What follows belongs to an exercise in optimizing a design on an open flow for small area, a short achievable clock period and few clock cycles; a production flow would make more cautious choices.
At most, simulation tests tie the RTL to the original design; equivalence was not proved.
Power and IR drop assume default switching activity.

==> umber <==
## adder
module adder(
    input clk,
    input reset,
    input [31:0] a,
    input [31:0] b,
    input available,
    input [4:0] exception_f,
    output [31:0] sum,
    output done
    );
clock: 4.0 ns
lec_check: 0
abc_area: 1
cap_margin: 20
core_margin: 2
core_utilization: 40
cts_buf_list: sky130_fd_sc_hd__clkbuf_4 sky130_fd_sc_hd__clkbuf_8
place_density: 0.8
setup_slack_margin: 0.75
slew_margin: 20
standard.sh (not shown) runs the stock make flow with config.mk's settings and CLKGATE_MAP_FILE= SYNTH_SCRIPT=/design/flow/synth_recipe.tcl, a recipe that flattens the netlist after the stock synthesis.
==> flow/flow/run.sh <==
#!/bin/bash
# Standard layout, with the I/O port buffers made from a plain buffer cell
# instead of the delay cell the resizer picks by default.
export BUFFER_PORTS_ARGS="-buffer_cell sky130_fd_sc_hd__buf_1"
bash standard.sh > standard.log 2>&1
==> quartz: changes against umber <==
--- a/flow/design.v
+++ b/flow/design.v
@@ -65,125 +65,11 @@
     assign d[7] = ae[7] ^ (be[7] ^ dx7);
     wire swap = ~co;
     wire [22:0] ma = swap ? b[22:0] : a[22:0];
     wire [22:0] mb = swap ? a[22:0] : b[22:0];
     wire big = (|d[7:5]) | (d[4] & d[3]) | (d[4] & d[2] & d[1] & d[0]);
-    wire [23:0] x0 = {1'b1, mb};
-    wire [1:0] s0;
-    assign s0[0] = ~d[0];
-    assign s0[1] = d[0];
-    wire [23:0] x1;
-    assign x1[0] = (s0[0] & x0[0]) | (s0[1] & x0[1]);
-    assign x1[1] = (s0[0] & x0[1]) | (s0[1] & x0[2]);
-    assign x1[2] = (s0[0] & x0[2]) | (s0[1] & x0[3]);
-    assign x1[3] = (s0[0] & x0[3]) | (s0[1] & x0[4]);
-    assign x1[4] = (s0[0] & x0[4]) | (s0[1] & x0[5]);
-    assign x1[5] = (s0[0] & x0[5]) | (s0[1] & x0[6]);
-    assign x1[6] = (s0[0] & x0[6]) | (s0[1] & x0[7]);
-    assign x1[7] = (s0[0] & x0[7]) | (s0[1] & x0[8]);
-    assign x1[8] = (s0[0] & x0[8]) | (s0[1] & x0[9]);
-    assign x1[9] = (s0[0] & x0[9]) | (s0[1] & x0[10]);
-    assign x1[10] = (s0[0] & x0[10]) | (s0[1] & x0[11]);
-    assign x1[11] = (s0[0] & x0[11]) | (s0[1] & x0[12]);
-    assign x1[12] = (s0[0] & x0[12]) | (s0[1] & x0[13]);
-    assign x1[13] = (s0[0] & x0[13]) | (s0[1] & x0[14]);
-    assign x1[14] = (s0[0] & x0[14]) | (s0[1] & x0[15]);
-    assign x1[15] = (s0[0] & x0[15]) | (s0[1] & x0[16]);
-    assign x1[16] = (s0[0] & x0[16]) | (s0[1] & x0[17]);
-    assign x1[17] = (s0[0] & x0[17]) | (s0[1] & x0[18]);
-    assign x1[18] = (s0[0] & x0[18]) | (s0[1] & x0[19]);
-    assign x1[19] = (s0[0] & x0[19]) | (s0[1] & x0[20]);
-    assign x1[20] = (s0[0] & x0[20]) | (s0[1] & x0[21]);
-    assign x1[21] = (s0[0] & x0[21]) | (s0[1] & x0[22]);
-    assign x1[22] = (s0[0] & x0[22]) | (s0[1] & x0[23]);
-    assign x1[23] = (s0[0] & x0[23]);
-    wire [1:0] s1;
-    assign s1[0] = ~d[1];
-    assign s1[1] = d[1];
-    wire [23:0] x2;
-    assign x2[0] = (s1[0] & x1[0]) | (s1[1] & x1[2]);
-    assign x2[1] = (s1[0] & x1[1]) | (s1[1] & x1[3]);
-    assign x2[2] = (s1[0] & x1[2]) | (s1[1] & x1[4]);
-    assign x2[3] = (s1[0] & x1[3]) | (s1[1] & x1[5]);
-    assign x2[4] = (s1[0] & x1[4]) | (s1[1] & x1[6]);
-    assign x2[5] = (s1[0] & x1[5]) | (s1[1] & x1[7]);
-    assign x2[6] = (s1[0] & x1[6]) | (s1[1] & x1[8]);
-    assign x2[7] = (s1[0] & x1[7]) | (s1[1] & x1[9]);
-    assign x2[8] = (s1[0] & x1[8]) | (s1[1] & x1[10]);
-    assign x2[9] = (s1[0] & x1[9]) | (s1[1] & x1[11]);
-    assign x2[10] = (s1[0] & x1[10]) | (s1[1] & x1[12]);
-    assign x2[11] = (s1[0] & x1[11]) | (s1[1] & x1[13]);
-    assign x2[12] = (s1[0] & x1[12]) | (s1[1] & x1[14]);
-    assign x2[13] = (s1[0] & x1[13]) | (s1[1] & x1[15]);
-    assign x2[14] = (s1[0] & x1[14]) | (s1[1] & x1[16]);
-    assign x2[15] = (s1[0] & x1[15]) | (s1[1] & x1[17]);
-    assign x2[16] = (s1[0] & x1[16]) | (s1[1] & x1[18]);
-    assign x2[17] = (s1[0] & x1[17]) | (s1[1] & x1[19]);
-    assign x2[18] = (s1[0] & x1[18]) | (s1[1] & x1[20]);
-    assign x2[19] = (s1[0] & x1[19]) | (s1[1] & x1[21]);
-    assign x2[20] = (s1[0] & x1[20]) | (s1[1] & x1[22]);
-    assign x2[21] = (s1[0] & x1[21]) | (s1[1] & x1[23]);
-    assign x2[22] = (s1[0] & x1[22]);
-    assign x2[23] = (s1[0] & x1[23]);
-    wire [1:0] s2;
-    assign s2[0] = ~d[2];
-    assign s2[1] = d[2];
-    wire [23:0] x3;
-    assign x3[0] = (s2[0] & x2[0]) | (s2[1] & x2[4]);
-    assign x3[1] = (s2[0] & x2[1]) | (s2[1] & x2[5]);
-    assign x3[2] = (s2[0] & x2[2]) | (s2[1] & x2[6]);
-    assign x3[3] = (s2[0] & x2[3]) | (s2[1] & x2[7]);
-    assign x3[4] = (s2[0] & x2[4]) | (s2[1] & x2[8]);
-    assign x3[5] = (s2[0] & x2[5]) | (s2[1] & x2[9]);
-    assign x3[6] = (s2[0] & x2[6]) | (s2[1] & x2[10]);
-    assign x3[7] = (s2[0] & x2[7]) | (s2[1] & x2[11]);
-    assign x3[8] = (s2[0] & x2[8]) | (s2[1] & x2[12]);
-    assign x3[9] = (s2[0] & x2[9]) | (s2[1] & x2[13]);
-    assign x3[10] = (s2[0] & x2[10]) | (s2[1] & x2[14]);
-    assign x3[11] = (s2[0] & x2[11]) | (s2[1] & x2[15]);
-    assign x3[12] = (s2[0] & x2[12]) | (s2[1] & x2[16]);
-    assign x3[13] = (s2[0] & x2[13]) | (s2[1] & x2[17]);
-    assign x3[14] = (s2[0] & x2[14]) | (s2[1] & x2[18]);
-    assign x3[15] = (s2[0] & x2[15]) | (s2[1] & x2[19]);
-    assign x3[16] = (s2[0] & x2[16]) | (s2[1] & x2[20]);
-    assign x3[17] = (s2[0] & x2[17]) | (s2[1] & x2[21]);
-    assign x3[18] = (s2[0] & x2[18]) | (s2[1] & x2[22]);
-    assign x3[19] = (s2[0] & x2[19]) | (s2[1] & x2[23]);
-    assign x3[20] = (s2[0] & x2[20]);
-    assign x3[21] = (s2[0] & x2[21]);
-    assign x3[22] = (s2[0] & x2[22]);
-    assign x3[23] = (s2[0] & x2[23]);
-    wire [3:0] s3;
-    assign s3[0] = ~big & ~d[3] & ~d[4];
-    assign s3[1] = ~big & d[3] & ~d[4];
-    assign s3[2] = ~big & ~d[3] & d[4];
-    assign s3[3] = ~big & d[3] & d[4];
-    wire [23:0] sh;
-    assign sh[0] = (s3[0] & x3[0]) | (s3[1] & x3[8]) | (s3[2] & x3[16]);
-    assign sh[1] = (s3[0] & x3[1]) | (s3[1] & x3[9]) | (s3[2] & x3[17]);
-    assign sh[2] = (s3[0] & x3[2]) | (s3[1] & x3[10]) | (s3[2] & x3[18]);
-    assign sh[3] = (s3[0] & x3[3]) | (s3[1] & x3[11]) | (s3[2] & x3[19]);
-    assign sh[4] = (s3[0] & x3[4]) | (s3[1] & x3[12]) | (s3[2] & x3[20]);
-    assign sh[5] = (s3[0] & x3[5]) | (s3[1] & x3[13]) | (s3[2] & x3[21]);
-    assign sh[6] = (s3[0] & x3[6]) | (s3[1] & x3[14]) | (s3[2] & x3[22]);
-    assign sh[7] = (s3[0] & x3[7]) | (s3[1] & x3[15]) | (s3[2] & x3[23]);
-    assign sh[8] = (s3[0] & x3[8]) | (s3[1] & x3[16]);
-    assign sh[9] = (s3[0] & x3[9]) | (s3[1] & x3[17]);
-    assign sh[10] = (s3[0] & x3[10]) | (s3[1] & x3[18]);
-    assign sh[11] = (s3[0] & x3[11]) | (s3[1] & x3[19]);
-    assign sh[12] = (s3[0] & x3[12]) | (s3[1] & x3[20]);
-    assign sh[13] = (s3[0] & x3[13]) | (s3[1] & x3[21]);
-    assign sh[14] = (s3[0] & x3[14]) | (s3[1] & x3[22]);
-    assign sh[15] = (s3[0] & x3[15]) | (s3[1] & x3[23]);
-    assign sh[16] = (s3[0] & x3[16]);
-    assign sh[17] = (s3[0] & x3[17]);
-    assign sh[18] = (s3[0] & x3[18]);
-    assign sh[19] = (s3[0] & x3[19]);
-    assign sh[20] = (s3[0] & x3[20]);
-    assign sh[21] = (s3[0] & x3[21]);
-    assign sh[22] = (s3[0] & x3[22]);
-    assign sh[23] = (s3[0] & x3[23]);
+    wire [23:0] sh = big ? 24'd0 : ({1'b1, mb} >> d[4:0]);
     reg swap_r;
     reg [23:0] sh_r;    
     reg [22:0] p;
     reg [22:0] g;
     always @(posedge clk) begin
PLACE_DENSITY = not set   (was 0.8)
SETUP_SLACK_MARGIN = not set   (was 0.75)
==> zinc: changes against umber <==
--- a/flow/design.v
+++ b/flow/design.v
@@ -182,21 +182,21 @@
     assign sh[21] = (s3[0] & x3[21]);
     assign sh[22] = (s3[0] & x3[22]);
     assign sh[23] = (s3[0] & x3[23]);
     reg swap_r;
     reg [23:0] sh_r;    
-    reg [22:0] p;
-    reg [22:0] g;
+    reg [22:0] ma_r;
     always @(posedge clk) begin
        swap_r <= swap;
-       p <= ma ^ sh[22:0];
-       g <= ma & sh[22:0];
-       sh_r[23] <= sh[23];
+       ma_r <= ma;
+       sh_r <= sh;
     end
+    wire [22:0] p = ma_r ^ sh_r[22:0];
+    wire [22:0] g = ma_r & sh_r[22:0];
     wire [7:0] ea = swap_r ? be : ae;
     wire z = sh_r[23];
-    wire mg17 = g[1] | (p[1] & g[0]);
+    wire mg17 = (g[1] | p[1]) & (g[1] | g[0]);
     wire mg18 = g[2] | (p[2] & g[1]);
     wire mp18 = p[2] & p[1];
     wire mg19 = g[3] | (p[3] & g[2]);
     wire mp19 = p[3] & p[2];
     wire mg20 = g[4] | (p[4] & g[3]);
@@ -235,11 +235,11 @@
     wire mp36 = p[20] & p[19];
     wire mg37 = g[21] | (p[21] & g[20]);
     wire mp37 = p[21] & p[20];
     wire mg38 = g[22] | (p[22] & g[21]);
     wire mp38 = p[22] & p[21];
-    wire mg39 = mg18 | (mp18 & g[0]);
+    wire mg39 = (mg18 | mp18) & (mg18 | g[0]);
     wire mg40 = mg19 | (mp19 & mg17);
     wire mg41 = mg20 | (mp20 & mg18);
     wire mp41 = mp20 & mp18;
     wire mg42 = mg21 | (mp21 & mg19);
     wire mp42 = mp21 & mp19;
@@ -275,11 +275,11 @@
     wire mp57 = mp36 & mp34;
     wire mg58 = mg37 | (mp37 & mg35);
     wire mp58 = mp37 & mp35;
     wire mg59 = mg38 | (mp38 & mg36);
     wire mp59 = mp38 & mp36;
-    wire mg60 = mg41 | (mp41 & g[0]);
+    wire mg60 = (mg41 | mp41) & (mg41 | g[0]);
     wire mg61 = mg42 | (mp42 & mg17);
     wire mg62 = mg43 | (mp43 & mg39);
     wire mg63 = mg44 | (mp44 & mg40);
     wire mg64 = mg45 | (mp45 & mg41);
     wire mp64 = mp45 & mp41;
@@ -309,11 +309,11 @@
     wire mp76 = mp57 & mp53;
     wire mg77 = mg58 | (mp58 & mg54);
     wire mp77 = mp58 & mp54;
     wire mg78 = mg59 | (mp59 & mg55);
     wire mp78 = mp59 & mp55;
-    wire mg79 = mg64 | (mp64 & g[0]);
+    wire mg79 = (mg64 | mp64) & (mg64 | g[0]);
     wire mg80 = mg65 | (mp65 & mg17);
     wire mg81 = mg66 | (mp66 & mg39);
     wire mg82 = mg67 | (mp67 & mg40);
     wire mg83 = mg68 | (mp68 & mg60);
     wire mg84 = mg69 | (mp69 & mg61);
@@ -331,11 +331,11 @@
     wire mp91 = mp76 & mp68;
     wire mg92 = mg77 | (mp77 & mg69);
     wire mp92 = mp77 & mp69;
     wire mg93 = mg78 | (mp78 & mg70);
     wire mp93 = mp78 & mp70;
-    wire mg94 = mg87 | (mp87 & g[0]);
+    wire mg94 = (mg87 | mp87) & (mg87 | g[0]);
     wire mg95 = mg88 | (mp88 & mg17);
     wire mg96 = mg89 | (mp89 & mg39);
     wire mg97 = mg90 | (mp90 & mg40);
     wire mg98 = mg91 | (mp91 & mg60);
     wire mg99 = mg92 | (mp92 & mg61);
==> flow/flow/run.sh (replaced) <==
#!/bin/bash
# Standard layout with two changes:
#  - the I/O port buffers are a plain buffer cell instead of the delay cell
#    the resizer picks by default;
#  - clock tree synthesis adds no dummy loads.
export BUFFER_PORTS_ARGS="-buffer_cell sky130_fd_sc_hd__buf_1"
export CTS_ARGS="-sink_clustering_enable -repair_clock_nets -dont_use_dummy_load -buf_list {sky130_fd_sc_hd__clkbuf_4 sky130_fd_sc_hd__clkbuf_8}"
bash standard.sh > standard.log 2>&1
CTS_BUF_LIST = not set   (was sky130_fd_sc_hd__clkbuf_4 sky130_fd_sc_hd__clkbuf_8)
PLACE_DENSITY = not set   (was 0.8)
SETUP_SLACK_MARGIN = 0.8   (was 0.75)
==> out/qor.csv <==
stage;metric;value;unit
status;status;no timing/DRC/antenna violations;
setup_path;CP peak stage delay;0.39;ns
place;Final Wtd Congestion;0.945;
place;dpl ws;0.414;ns
logic_synthesis;syn_area_per_cell;5.63;um2
pwr;peak supply drop;0.145;mV
grt;M2 GR Usage;0.310;
layout;Signal buffers;110;
detailed_routing;initial detailed-routing violation count;438;
timing;RSZ-0062 raised after global routing;false;
logic_synthesis;Adder-Cell Fraction of Synth Area;0.0627;
layout;layout overhead on the synthesized area;9.95;%
pwr;clock power share;0.161;
setup_path;crit path max fanout;15;
layout;non-clock inverter count;89;
timing;worst slew pin tran;0.701;ns
pwr;NetSw;973;uW
# the run above: quartz

==> out/qor.csv <==
stage;metric;value;unit
grt;M2 GR Usage;0.335;
detailed_routing;met2 WL post-DR;6.90;mm
logic_synthesis;syn_area_per_cell;5.76;um2
timing;worst slew pin tran;0.686;ns
layout;final instance area;0.00661;mm2
pwr;peak supply drop;0.159;mV
place;Final Wtd Congestion;0.903;
layout;Signal buffers;133;
detailed_routing;initial detailed-routing violation count;528;
logic_synthesis;Adder-Cell Fraction of Synth Area;0.0717;
setup_path;crit path max fanout;6;
layout;non-clock inverter count;93;
layout;layout overhead on the synthesized area;28.0;%
timing;RSZ-0062 raised after global routing;true;
status;status;no timing/DRC/antenna violations;
logic_synthesis;most common cell in the synthesized netlist;nand2_1;
setup_path;CP peak stage delay;0.33;ns
pwr;NetSw;1.02;mW
pwr;clock power share;0.116;
# the run above: zinc

==> out/qor.csv <==
stage;metric;value;unit
status;status;no timing/DRC/antenna violations;
grt;M2 GR Usage;0.298;
setup_path;crit path max fanout;4;
pwr;clock power share;0.172;
pwr;peak supply drop;0.137;mV
detailed_routing;initial detailed-routing violation count;400;
logic_synthesis;syn_area_per_cell;5.76;um2
layout;Signal buffers;113;
pwr;NetSw;938;uW
logic_synthesis;Adder-Cell Fraction of Synth Area;0.0654;
timing;worst slew pin tran;0.631;ns
place;dpl ws;0.551;ns
# the run above: umber

Testbench counts of umber, summed over its fixed seeds: cycles 6,392.
For quartz and zinc, only the layout was checked, not whether the RTL still works.

re-timing with driven ports:
Ports are ideal in the flow. The routed layouts listed here were re-timed in OpenROAD.
Step 1 sets driving cells, clkbuf_16 on the clock port and buf_2 on the other inputs (assumed; they add their load-dependent delay and slew).
Step 2 times the ports against the registers' clock, not the clock port: input delays grow and output delays shrink by t, the midpoint of the rising clock arrivals with the driver on.
Slacks: ideal / step 1 / step 2; pairs: ideal / step 1.
| run | shift t [ns] | setup WS [ns] | worst setup path after step 2 |
|---|---|---|---|
| umber | 0.315 | 0.873 / 0.848 / 0.678 | input to register |
| quartz | 0.316 | 0.481 / 0.449 / 0.334 | input to register |
| zinc | 0.327 | 0.765 / 0.729 / 0.787 | input to register |
After both steps setup and hold are still met in every run listed. The setup slack of umber, which loses most, moves by -0.025 ns with the drivers and by -0.195 ns with both steps.
